Background: an optimization exercise with open tools, aiming at small area, a short achievable clock period and few clock cycles. Do not read the settings as production practice.
Function was checked by simulation only, so behaviour that the tests miss may differ from the original.
Power and IR drop assume default switching activity.

$ cat flow/config.mk
export PLATFORM = sky130hd
export DESIGN_NAME = cpu
export DESIGN_NICKNAME = cpu
export VERILOG_FILES = /design/flow/design.v
export SDC_FILE = /design/flow/constraint.sdc
export NUM_CORES = 4
export LEC_CHECK = 0
export CAP_MARGIN = 20
export CORE_MARGIN = 2
export CORE_UTILIZATION = 40
export SLEW_MARGIN = 20
$ cat flow/constraint.sdc
create_clock -name core_clock -period 10.0 [get_ports {clk}]
set_input_delay 2.0000 -clock core_clock [delete_from_list [all_inputs] [get_ports {clk}]]
set_output_delay 2.0000 -clock core_clock [all_outputs]
set_load 0.01 [all_outputs]
$ cat flow/design.v
`default_nettype wire
module alu (
  input  [31:0] a,
  input  [31:0] b,
  input         sub,       
  input         sgn,       
  input         sra,       
  input   [6:0] sel,       
  output [31:0] res,
  output [31:0] sum,
  output        eq,
  output        lt
);
  wire [31:0] bx = sub ? ~b : b;
  wire        sum_c;
  add32 adder (.a(a), .b(bx), .cin(sub), .sum(sum), .cout(sum_c));
  assign eq = (a == b);
  wire [31:0] cmp_sum;
  wire        cmp_c;
  add32 cmp (.a({a[31] ^ sgn, a[30:0]}), .b(~{b[31] ^ sgn, b[30:0]}), .cin(1'b1),
             .sum(cmp_sum), .cout(cmp_c));
  assign lt = ~cmp_c;
  wire  [4:0] sh = b[4:0];
  wire [31:0] sl = a << sh;
  wire signed [32:0] a_ext = {sra & a[31], a};
  wire signed [32:0] sr_ext = a_ext >>> sh;
  wire [31:0] sr = sr_ext[31:0];
  assign res = ({32{sel[0]}} & sum)
             | ({32{sel[1]}} & sl)
             | {31'b0, sel[2] & lt}
             | ({32{sel[3]}} & (a ^ b))
             | ({32{sel[4]}} & sr)
             | ({32{sel[5]}} & (a | b))
             | ({32{sel[6]}} & (a & b));
endmodule
`default_nettype wire
`default_nettype wire
module reg_file (
  input         clk,
  input   [4:0] raddr0,
  input   [4:0] raddr1,
  input   [4:0] waddr,
  input  [31:0] wdata,
  input         we,
  output [31:0] rdata0,
  output [31:0] rdata1
);
  reg [31:0] x [1:31];
  integer i;
  always @(posedge clk) begin
    for (i = 1; i < 32; i = i + 1)
      if (we && waddr == i) x[i] <= wdata;
  end
  reg [31:0] r0, r1;
  always @(*) begin
    r0 = 32'b0;
    r1 = 32'b0;
    for (i = 1; i < 32; i = i + 1) begin
      r0 = r0 | ({32{raddr0 == i}} & x[i]);
      r1 = r1 | ({32{raddr1 == i}} & x[i]);
    end
  end
  wire byp0 = we && waddr == raddr0;
  wire byp1 = we && waddr == raddr1;
  assign rdata0 = byp0 ? wdata : r0;
  assign rdata1 = byp1 ? wdata : r1;
endmodule
`default_nettype wire
`default_nettype wire
module add32 (
  input  [31:0] a,
  input  [31:0] b,
  input         cin,
  output [31:0] sum,
  output        cout
);
  wire [31:0] p = a ^ b;
  wire [31:0] g0 = a & b;
  wire [31:0] gl [0:5];
  wire [31:0] pl [0:5];
  assign gl[0] = {g0[31:1], g0[0] | (p[0] & cin)};
  assign pl[0] = p;
  genvar l, i;
  generate
    for (l = 0; l < 5; l = l + 1) begin : lev
      for (i = 0; i < 32; i = i + 1) begin : bitl
        if (i >= (1 << l)) begin : comb
          assign gl[l+1][i] = gl[l][i] | (pl[l][i] & gl[l][i - (1 << l)]);
          assign pl[l+1][i] = pl[l][i] & pl[l][i - (1 << l)];
        end else begin : pass
          assign gl[l+1][i] = gl[l][i];
          assign pl[l+1][i] = pl[l][i];
        end
      end
    end
  endgenerate
  assign sum  = p ^ {gl[5][30:0], cin};
  assign cout = gl[5][31];
endmodule
`default_nettype wire
`default_nettype wire
module cpu (
  input clk,
  input reset,
  output [31:0] imem_addr,
  input  [31:0] imem_rdata,
  output [31:0] dmem_addr,
  output [31:0] dmem_wdata,
  output        dmem_we,
  input  [31:0] dmem_rdata,
  output        wb_we,
  output  [4:0] wb_rd,
  output [31:0] wb_data
);
  reg  [31:0] pc;
  reg         r_valid;       
  reg  [31:0] r_target;
  reg  [31:0] d_ins;
  reg  [31:0] d_alt;
  reg         d_valid;
  reg  [31:0] e_a, e_b, e_c;
  reg   [4:0] e_rd;
  reg         e_sub, e_sgn, e_sra;
  reg   [6:0] e_sel;         
  reg         e_use_eq;      
  reg         e_inv;         
  reg         e_we, e_load, e_store, e_br, e_jalr, e_link;
  reg   [1:0] e_fa, e_fb, e_fc;
  reg         e_fld;         
  reg  [31:0] m_res, m_sdata;
  reg   [4:0] m_rd;
  reg         m_we, m_load, m_store;
  reg  [31:0] w_data;
  reg   [4:0] w_rd;
  reg         w_we;
  wire [31:0] a = e_fa[1] ? m_res : e_fa[0] ? w_data : e_a;
  wire [31:0] b = e_fb[1] ? m_res : e_fb[0] ? w_data : e_b;
  wire [31:0] c = e_fc[1] ? m_res : e_fc[0] ? w_data : e_c;
  wire [31:0] alu_res, sum;
  wire        eq, lt;
  alu alu (
    .a  (a      ),
    .b  (b      ),
    .sub(e_sub  ),
    .sgn(e_sgn  ),
    .sra(e_sra  ),
    .sel(e_sel  ),
    .res(alu_res),
    .sum(sum    ),
    .eq (eq     ),
    .lt (lt     )
  );
  wire        e_cond     = e_use_eq ? eq : lt;
  wire        e_redirect = ~r_valid & (e_jalr | (e_br & (e_cond ^ e_inv)));
  wire [31:0] e_target   = e_jalr ? sum : e_c;
  wire  [6:0] op  = d_ins[6:0];
  wire  [2:0] f3  = d_ins[14:12];
  wire  [4:0] rs1 = d_ins[19:15];
  wire  [4:0] rs2 = d_ins[24:20];
  wire  [4:0] rd  = d_ins[11:7];
  wire is_r    = op[6:2] == 5'b01100;
  wire is_i    = op[6:2] == 5'b00100;
  wire is_load = op[6:2] == 5'b00000;
  wire is_st   = op[6:2] == 5'b01000;
  wire is_br   = op[6:2] == 5'b11000;
  wire is_jal  = op[6:2] == 5'b11011;
  wire is_jalr = op[6:2] == 5'b11001;
  wire use1 = ~is_jal;
  wire use2 = is_r | is_br;
  wire wr   = (is_r | is_i | is_load | is_jal | is_jalr) && rd != 5'd0;
  wire [31:0] rf0, rf1;
  reg_file rf (
    .clk   (clk   ),
    .raddr0(rs1   ),
    .raddr1(rs2   ),
    .waddr (w_rd  ),
    .wdata (w_data),
    .we    (w_we  ),
    .rdata0(rf0   ),
    .rdata1(rf1   )
  );
  wire [31:0] imm_i  = {{20{d_ins[31]}}, d_ins[31:20]};
  wire [31:0] imm_s  = {{20{d_ins[31]}}, d_ins[31:25], d_ins[11:7]};
  wire d_ok = d_valid & ~r_valid;
  wire stall = d_ok && e_load && ((use1 && rs1 == e_rd) || (use2 && rs2 == e_rd));
  wire fa_m = e_we && rs1 == e_rd;
  wire fa_w = m_we && rs1 == m_rd;
  wire fb_m = e_we && rs2 == e_rd;
  wire fb_w = m_we && rs2 == m_rd;
  wire kill_d = ~d_ok | stall;
  wire [31:0] fa = r_valid ? r_target : pc;
  assign imem_addr = fa;
  wire [31:0] ins   = imem_rdata;
  wire        f_jal = ins[3];
  wire        f_br  = ins[6] & ~ins[2];
  wire [31:0] off_b = {{22{ins[31]}}, ins[7], ins[30:25], ins[11:9]};
  wire [31:0] off_j = {{14{ins[31]}}, ins[19:12], ins[20], ins[30:22]};
  wire [31:0] f_tb, f_tj;
  wire        f_tb_c, f_tj_c;
  add32 add_tb (.a(fa), .b(off_b), .cin(1'b0), .sum(f_tb), .cout(f_tb_c));
  add32 add_tj (.a(fa), .b(off_j), .cin(1'b0), .sum(f_tj), .cout(f_tj_c));
  wire [31:0] f_pc1 = fa + 32'd1;
  wire [31:0] f_next = f_jal ? f_tj : (f_br & ins[31]) ? f_tb : f_pc1;
  always @(posedge clk or posedge reset) begin
    if (reset) begin
      pc      <= 32'd0;
      r_valid <= 1'b0;
      d_valid <= 1'b0;
    end else begin
      r_valid <= e_redirect;
      if (!stall) begin
        pc      <= f_next;
        d_valid <= 1'b1;
      end
    end
  end
  always @(posedge clk) begin
    r_target <= e_target;
  end
  always @(posedge clk) begin
    if (!stall) begin
      d_ins <= ins;
      d_alt <= (f_br & ~ins[31]) ? f_tb : f_pc1;
    end
  end
  always @(posedge clk or posedge reset) begin
    if (reset) begin
      e_we    <= 1'b0;
      e_load  <= 1'b0;
      e_store <= 1'b0;
      e_br    <= 1'b0;
      e_jalr  <= 1'b0;
    end else begin
      e_we    <= ~kill_d & wr;
      e_load  <= ~kill_d & is_load & (rd != 5'd0);
      e_store <= ~kill_d & is_st;
      e_br    <= ~kill_d & is_br;
      e_jalr  <= ~kill_d & is_jalr;
    end
  end
  always @(posedge clk) begin
    e_a    <= rf0;
    e_b    <= (is_r | is_br) ? rf1 : is_st ? imm_s : imm_i;
    e_c    <= is_st ? rf1 : d_alt;
    e_rd   <= rd;
    e_sub    <= is_r & d_ins[30] & f3 == 3'b000;
    e_sgn    <= is_br ? ~f3[1] : ~f3[0];
    e_sra    <= d_ins[30];
    e_sel    <= (is_r | is_i) ? {f3 == 3'b111, f3 == 3'b110, f3 == 3'b101, f3 == 3'b100,
                                 f3[2:1] == 2'b01, f3 == 3'b001, f3 == 3'b000}
                              : {6'b0, ~(is_jal | is_jalr)};
    e_use_eq <= ~f3[2];
    e_inv    <= f3[0] ^ d_ins[31];
    e_link   <= is_jal | is_jalr;
    e_fa   <= {fa_m, ~fa_m & fa_w};
    e_fb   <= (is_r | is_br) ? {fb_m, ~fb_m & fb_w} : 2'b00;
    e_fc   <= is_st ? {fb_m & ~e_load, ~fb_m & fb_w} : 2'b00;
    e_fld  <= is_st & e_load & rs2 == e_rd;
  end
  always @(posedge clk or posedge reset) begin
    if (reset) begin
      m_we    <= 1'b0;
      m_load  <= 1'b0;
      m_store <= 1'b0;
    end else begin
      m_we    <= e_we & ~r_valid;
      m_load  <= e_load & ~r_valid;
      m_store <= e_store & ~r_valid;
    end
  end
  always @(posedge clk) begin
    m_res   <= e_link ? e_c : alu_res;
    m_sdata <= e_fld ? dmem_rdata : c;
    m_rd    <= e_rd;
  end
  assign dmem_addr  = m_res;
  assign dmem_wdata = m_sdata;
  assign dmem_we    = m_store;
  always @(posedge clk or posedge reset) begin
    if (reset) w_we <= 1'b0;
    else       w_we <= m_we;
  end
  always @(posedge clk) begin
    w_data <= m_load ? dmem_rdata : m_res;
    w_rd   <= m_rd;
  end
  assign wb_we   = w_we;
  assign wb_rd   = w_rd;
  assign wb_data = w_data;
endmodule
`default_nettype wire
$ cat flow/flow/run.sh
#!/bin/bash
set -euo pipefail
bash standard.sh SETUP_SLACK_MARGIN=6 CORE_UTILIZATION=55 \
  "BUFFER_PORTS_ARGS=-buffer_cell sky130_fd_sc_hd__buf_4" finish > flow_make.log 2>&1
$ cat flow/standard.sh
#!/bin/bash
# synth_recipe.tcl (not shown) runs the flow's synth.tcl, then flattens the netlist and writes it again
# the make line also repeats each setting of config.mk as NAME=value (left out here)
make -C /OpenROAD-flow-scripts/flow DESIGN_CONFIG=/design/flow/config.mk WORK_HOME=/design/flow/orfs CLKGATE_MAP_FILE= SYNTH_SCRIPT=/design/flow/synth_recipe.tcl "${@:-finish}"
==> results of run 1 <==
## stage by stage
stage / utilization (%) / power (mW)
2_1_floorplan: - / 10.4
3_3_place_gp: 58.8 / 12.7
3_5_place_dp: 58.8 / 12.7
4_1_cts: 63.7 / 18.4
5_1_grt: 64.5 / 19.3
6_report: 64.5 / 18.9
## area by class of cell
class	instances	area, sq um	area share, %
Multi-Input combinational cell	3829	29000	37.0
Clock buffer	181	3890	4.96
Timing Repair Buffer	475	3940	5.03
Tap cell	1625	2030	2.59
Inverter	139	532	0.678
Clock inverter	84	1030	1.31
Sequential cell	1356	38000	48.4
Antenna cell	8	20.0	0.0255
## logic make-up (layout without fill, tap and decap cells)
| logic type | count (synthesis) | count (layout) | synth area share [%] |
|---|---|---|---|
| adder cells (fa/ha/maj) | 174 | 174 | 3.27 |
| XOR/XNOR | 170 | 170 | 2.21 |
| AND/OR/NAND/NOR | 1227 | 1227 | 8.58 |
| flip-flops | 1356 | 1356 | 56.4 |
| other | 1 | 9 | 0.00557 |
| buffers and inverters | 553 | 879 | 3.22 |
| AO/OA/AOI/OAI | 1917 | 1917 | 21.1 |
| multiplexers | 339 | 340 | 5.28 |
## critical path: stages, from the launching register on
cell       delay (ns)
dfxtp_4          0.43
buf_12           0.15
buf_4            0.15
mux2i_1          0.19
nor2_1           0.07
a21oi_2          0.28
xnor2_1          0.17
ha_2             0.34
a21oi_2          0.17
o22ai_1          0.10
o21a_1           0.22
a2111oi_4        0.36
buf_6            0.19
a21oi_4          0.07
o31a_1           0.32
buf_6            0.16
a41oi_4          0.28
xnor2_2          0.11
mux2_4           0.26
## state kept, by name (all words and copies together), names as in the netlist, 2 cells and up
register and flops:
w_data 32, r_target 32, pc 32, rf.x 992, e_a 32, e_c 32
d_alt 32, e_fb 2, m_res 32, e_fa 2, e_rd 5, w_rd 5
m_rd 5, d_ins 30, e_b 32, m_sdata 32, e_sel 7, e_fc 2
## path summary, 6_finish.rpt
| check | to | slack, ns |
|---|---|---|
| max in group asynchronous | r_valid | 8.10 |
| worst max register to register | r_target[28] | 5.84 |
| worst min-delay path | m_rd[2] | 0.39 |
| worst min register to register | m_rd[2] | 0.39 |
| worst max-delay path | r_target[28] | 5.84 |
| min in group asynchronous | pc[26] | 1.39 |
## cell usage after synthesis (all sizes together) (136+ instances only)
| master | count | area (sq um) |
|---|---|---|
| nand2 | 334 | 1250 |
| a21oi | 298 | 1500 |
| a221oi | 272 | 2380 |
| edfxtp | 1054 | 31700 |
| dfxtp | 259 | 5180 |
| clkbuf | 322 | 1210 |
| inv | 136 | 510 |
| o21ai | 197 | 986 |
| nor2 | 383 | 1440 |
| a22oi | 407 | 3060 |
| mux2i | 232 | 2330 |
| a22o | 258 | 2260 |
| nand4 | 139 | 870 |
| ha | 171 | 2140 |
## power groups by stage
stage               registers, mW  logic, mW  clock network [mW]
CTS                          7.72       5.06                5.59
finish                       7.77       5.46                5.63
global placement             7.84       4.82                   0
global route                 7.78       5.70                5.82
floorplan                    7.84       2.57                   0
detailed placement           7.84       4.86                   0
## routing by layer
metal  up-vias  wire length, um  part of all wire, %
li1      23200                -                    -
met1     28800           107000                   33
met2      6006           133000                   41
met3      1795            52200                   16
met4        22            32300                  9.9
met5         -              395                 0.12
## cells in the final DEF, fill, tap and decap left out, types with 20 or more instances in the layout
cell type	synthesis	layout
nor2_4	0	93
clkbuf_1	322	27
nor3_1	85	66
inv_1	133	124
a21oi_1	297	265
a22o_1	258	258
edfxtp_1	1054	1054
o21ai_0	193	178
nand2b_1	22	20
nand2_1	334	329
a222oi_1	68	68
dfxtp_1	259	246
a21o_1	70	70
nor2_1	383	286
nand4_1	139	139
clkbuf_16	0	152
xnor2_1	104	99
a211oi_1	46	44
buf_4	5	435
clkinv_1	3	22
o21a_1	56	39
ha_1	171	153
nor2b_1	27	23
dfrtp_1	43	41
o22ai_1	26	24
a22oi_1	406	406
nand3_1	119	116
a21oi_2	1	23
mux2_2	105	100
xor2_1	66	64
mux2i_1	231	209
clkinv_2	0	28
a221oi_1	272	272
o211ai_1	49	49
## repair_timing
action | in CTS | in global routing
pin swaps | 15 | 22
hold buffers | 0 | 0
buffers inserted | 46 | 47
endpoints found under the setup margin | 149 | 106
cloned | 4 | 4
gates resized for setup | 123 | 122
==> summary.txt, run 1 <==
status=complete, no violations; Worst slew margin=12.6%; Yosys Warn Count=4; HPWL after DPL=190000 um; WS Path Type=reg -> reg; CP max FO=6; Setup TNS=0 ns; Root Buffer=clkbuf_16; Hold Slack=0.389 ns; met3 Usage GRT=between 20% and 30%; clk latency of the worst-skew pair=0.82 ns; GRT overflow=0; worst slew pin tran=1.30 ns; Hold Path Origin=e_rd[2]; P_sw=~6.6 mW; Worst Hold Path Cells=0; Final Slew Violations=0; Pint=roughly 12 mW; Final Skew=0.0563 ns; Critical R2R Launch=e_fb[0]; Mapped Cells=5737; H-tree depth=4; Core Area=122000 sq um; post-synthesis sequential area ratio=56.4%; Sw Ratio=a little over a third; drt total wl=~320000 um; crit path time final=between 4 and 5 ns; Final nets=about 6200; share of cells above drive strength 1=a little under a fifth; Vias per Instance=7.77; CTS tree=done; Worst setup SP type=flip-flop; number of remaining DRC errors=0; die area=125000 sq um; Max VDD drop=~210 uV; crit path launch=e_fb[0]; P_leak=27.6 nW; initial DRC count=~13000; max_cap viols=0; maximum number of pins on one net before global-route repair=79; Setup violations, final=0; fin crit share=41.6%; Top Ports=approximately 200; Post-synth top flop=edfxtp_1; CP Data Required Time=10.68 ns; HP Class=reg -> reg; pwr/cell area=241 nW/um^2; Num CTS Buffers=143; met2 Track Usage GR=71.7%; Fin. Hold Viols=0; Area growth syn-to-layout=16.5%; routed vias=59800; #FFs+latches synth=approximately 1400; Avg Cell Area, Syn=about 12 sq um; FF-to-FF path depth=18; width of the die=354 um; global route hottest layer=met2; Clk pin slew, worst setup/hold paths=0.06 ns; first-pass GRT wire length=between 400000 and 500000 um; post-route cell area=78400 sq um; Yosys cell types=102; TritonRoute pass-1 iters=12; Clock Sinks=1356; Row Count=roughly 130; final std cells w/o fill=between 7000 and 8000; fmax=240 MHz; placed cell count=between 7000 and 8000; I/O Buffers=198; CP Capture Type=flip-flop; initial antenna violation count=17; clock power share=~30%; area of the mapped netlist=67300 sq um; RSZ-0062 raised after global routing=yes; combinational share of power=29.0%; final worst slack=roughly 6 ns; grt met1 use=60.7%; Async S/R FF share, synth=3.17%; final antenna-violating net count=0; EDFF count, synth=~1100; RePlAce Congestion=1.01; gr usage total=50.1%; maximum clock path buffer count=3; dpl ws=3.97 ns; # fillers=~9400; synthesized net count=between 5000 and 6000; Wirelength per Cell=42.2 um; register share of total power=41.2%; CP arrival=4.84 ns; vias in the first global route=55700; Placed Area=between 70000 and 80000 sq um; Initial Utilization=a little under three fifths; chip height=354 um
Testbench counts, summed over its fixed seeds: cycles 18,986.
==> run 2: changes to the inputs <==
==> flow/run.sh (new file) <==
#!/bin/bash
# synth_recipe.tcl (not shown) runs the flow's synth.tcl, then flattens the netlist and writes it again
# the make line also repeats each setting of config.mk as NAME=value (left out here)
make -C /OpenROAD-flow-scripts/flow DESIGN_CONFIG=/design/flow/config.mk WORK_HOME=/design/flow/orfs CLKGATE_MAP_FILE= SYNTH_SCRIPT=/design/flow/synth_recipe.tcl finish
--- a/flow/config.mk
+++ b/flow/config.mk
@@ -7,5 +7,6 @@
 export LEC_CHECK = 0
 export CAP_MARGIN = 20
 export CORE_MARGIN = 2
-export CORE_UTILIZATION = 40
+export CORE_UTILIZATION = 55
+export SETUP_SLACK_MARGIN = 5
 export SLEW_MARGIN = 20
removed: flow/flow/run.sh
removed: flow/standard.sh
==> run 2 against run 1 <==
Compared with the run above: still clean; design area shrank 2.1%; largest cell class unchanged; wire length shrank 2.2%; critical endpoint is now r_valid; maximum frequency shrank 18%; area after synthesis is the same; setup slack lost 0.90 ns; via count shrank 1.5%; final cell count shrank 1.3%; first-iteration DRC count grew 3.4%; largest power group unchanged; power shrank 2.2%; sequential cell count is the same; synthesized cell count is the same; register-to-register slack lost 0.90 ns.
==> summary.txt, run 2 <==
max_cap viols=0; Max VDD drop=232 uV; vias in the first global route=55600; RePlAce Congestion=1.00; Critical R2R Launch=e_fa[0]; Yosys Warn Count=4; maximum clock path buffer count=3; H-tree depth=4; CP arrival=5.72 ns; # fillers=approximately 9600; WS Path Type=reg -> reg; maximum number of pins on one net before global-route repair=68; Worst Setup EP=r_valid; crit path time final=5.06 ns; fmax=198 MHz; hold_buf cts=0; final worst slack=4.94 ns; crit path launch=e_fa[0]; FF-to-FF path depth=11; fin crit share=roughly half; Setup TNS=0 ns; Num CTS Buffers=145; initial DRC count=13600; gr usage total=49.3%; Reg-to-Reg End=r_valid; Initial Utilization=55.3%; most common cell after layout, fill and taps aside=edfxtp_1; Synth top area share=47.0%; worst slew pin tran=approximately 1.3 ns; routed vias=just under 60000; initial antenna violation count=24; Post-synth top flop=edfxtp_1; clk latency of the worst-skew pair=0.82 ns; share of cells above drive strength 1=roughly 11%; RSZ-0062 raised after global routing=yes; Root Buffer=clkbuf_16; #FFs+latches synth=1356; HP Class=reg -> reg; most frequent cells in the layout=edfxtp_1 (1054), a22oi_1 (406), nand2_1 (334); Final Skew=0.0354 ns; CP Data Required Time=10.66 ns; HPWL after DPL=187000 um; Vias per Instance=a little under 8; Biggest register=rf.x; first-pass GRT wire length=431000 um; Final nets=just over 6000; max reg flops=992; number of remaining DRC errors=0; most common cell in the netlist=edfxtp_1; Wirelength per Cell=about 42 um; Mapped Cells=~5700; drt total wl=roughly 320000 um; area of the mapped netlist=67300 sq um; Top Ports=201; Worst setup SP type=flip-flop; Async S/R FF share, synth=3.17%; top cells by count, synth=edfxtp_1 (1054), a22oi_1 (406), nor2_1 (383); EDFF count, synth=about 1100; GRT overflow=0; pwr/cell area=about 240 nW/um^2; Area growth syn-to-layout=14.1%; Placed Area=between 70000 and 80000 sq um; Yosys top cell by area=edfxtp_1; width of the die=354 um; CTS tree=done; synthesized net count=5977; post-synthesis sequential area ratio=56.4%; multi-input logic area=28000 sq um; Worst slew margin=12.7%; Final Slew Violations=0; status=complete, no violations; FF+latch area=37900 sq um; flop2flop setup slack=4.94 ns; die area=125000 sq um; Avg Cell Area, Syn=11.7 sq um; synth top area cells=edfxtp_1 (47%), dfxtp_1 (7.7%), a22oi_1 (4.5%), a221oi_1 (3.5%), mux2i_1 (3.4%); Clk pin slew, worst setup/hold paths=0.06 ns; Row Count=128; CP Capture Type=flip-flop; I/O Buffers=between 150 and 200; final antenna-violating net count=0; post-route cell area=~77000 sq um; Core Area=about 120000 sq um; Setup violations, final=0; dpl ws=4.32 ns; TritonRoute pass-1 iters=17; Fin. Hold Viols=0; P_leak=roughly 27 nW; Clock Sinks=1356; Yosys cell types=102; chip height=354 um; Hold Slack=0.389 ns; CP max FO=32
-- run 2: cell count changes in the layout (fill, tap and decap cells not counted), moves of 10 or more --
| cell | change |
|---|---|
| nor3_1 | +12 |
| o21a_1 | +15 |
| o21ai_0 | +14 |
| o21a_2 | -14 |
| a21oi_2 | -20 |
| mux2i_4 | -17 |
| buf_4 | -265 |
| mux2i_1 | +21 |
| ha_1 | +18 |
| a21oi_1 | +30 |
| a21oi_4 | -10 |
| clkdlybuf4s50_1 | +198 |
| buf_6 | -17 |
-- run 2: repair_timing --
action / 4_1_cts / 5_1_grt
resized for setup: 17 / 8
setup endpoints to repair: 42 / 16
pin swaps: 0 / 1
buffers inserted: 0 / 0
-- run 2: per-stage QoR --
step	instances	utilization (%)	total power [mW]
finish	7597	63.1	18.5
CTS	7588	63.0	18.2
floorplan	5737	-	10.3
detailed placement	7322	59.0	12.7
global placement	7322	59.0	12.7
global route	7591	63.1	18.9
-- run 2: how the worst min path moves through the flow --
stage | from | to | cells after the start
3_5_place_dp | e_rd[1] | m_rd[1] | 0
5_1_grt | m_rd[2] | w_rd[2] | 0
2_1_floorplan | d_ins[7] | e_rd[0] | 0
4_1_cts | e_rd[1] | m_rd[1] | 0
6_report | e_rd[1] | m_rd[1] | 0
3_3_place_gp | m_rd[3] | w_rd[3] | 0
-- run 2: cell type report --
cell class,instances,area share (%)
Antenna cell,8,0.0261
Multi-Input combinational cell,3828,36.5
Clock inverter,83,1.22
Tap cell,1625,2.65
Clock buffer,183,5.09
Inverter,139,0.685
Sequential cell,1356,49.4
Timing Repair Buffer,375,4.38
-- run 2: routing by layer --
| metal | wire length (um) | vias to the layer above | GRT usage, % |
|---|---|---|---|
| met5 | 161 | - | 0 |
| met3 | 53000 | 1747 | 20.2 |
| met4 | 31000 | 24 | 36.0 |
| met2 | 129000 | 6032 | 70.8 |
| met1 | 104000 | 28100 | 59.6 |
| li1 | - | 23000 | - |
-- run 2: cell families after synthesis --
logic type                 Yosys count  share of synthesized area, %
AOI/OAI and AO/OA                 1917                          21.1
DFF                               1356                          56.4
and+or+nand+nor                   1227                          8.58
buffers and inverters              553                          3.22
muxes                              339                          5.28
adders and majority gates          174                          3.27
xor gates and xnor gates           170                          2.21
other                                1                       0.00557
-- run 2: power by group --
group | internal (mW) | total (mW) | switching, mW
Clock | 3.18 | 5.57 | 2.39
Combinational | 1.82 | 5.26 | 3.44
Sequential | 7.12 | 7.63 | 0.518
-- run 2: critical path, stage by stage (launching register included) --
cell     delay (ns)
dfxtp_4        0.71
mux2_2         0.42
mux2i_1        0.64
ha_1           0.38
nor4_1         0.32
nand2_1        0.23
or3_1          0.57
a31oi_1        0.71
nor4_1         0.12
nor2_1         0.54
xor2_1         0.19
o22ai_1        0.09

[re-timing with driven ports]
In the flow no input, the clock included, has a driving cell. The finished layouts below were timed again as built, in two steps.
Step 1: set_driving_cell puts a clkbuf_16 on clk and a buf_2 on each other input, an assumption about the parent block.
Step 2 times the ports against the registers' clock, not the clock port: input delays grow and output delays shrink by t, the midpoint of the rising clock arrivals with the driver on.
Three values: no drivers, after step 1, after step 2; two values: the first two.
| run | t (ns) | setup WS [ns] | worst register clock-pin slew, ns | pins driven straight from the clock port |
|---|---|---|---|---|
| run 1 | 0.875 | 5.840 / 5.755 / 5.232 | 0.07 / 0.07 | 1 |
| run 2 | 0.886 | 4.937 / 4.937 / 4.329 | 0.07 / 0.07 | 1 |
After both steps every run listed still meets setup and hold.
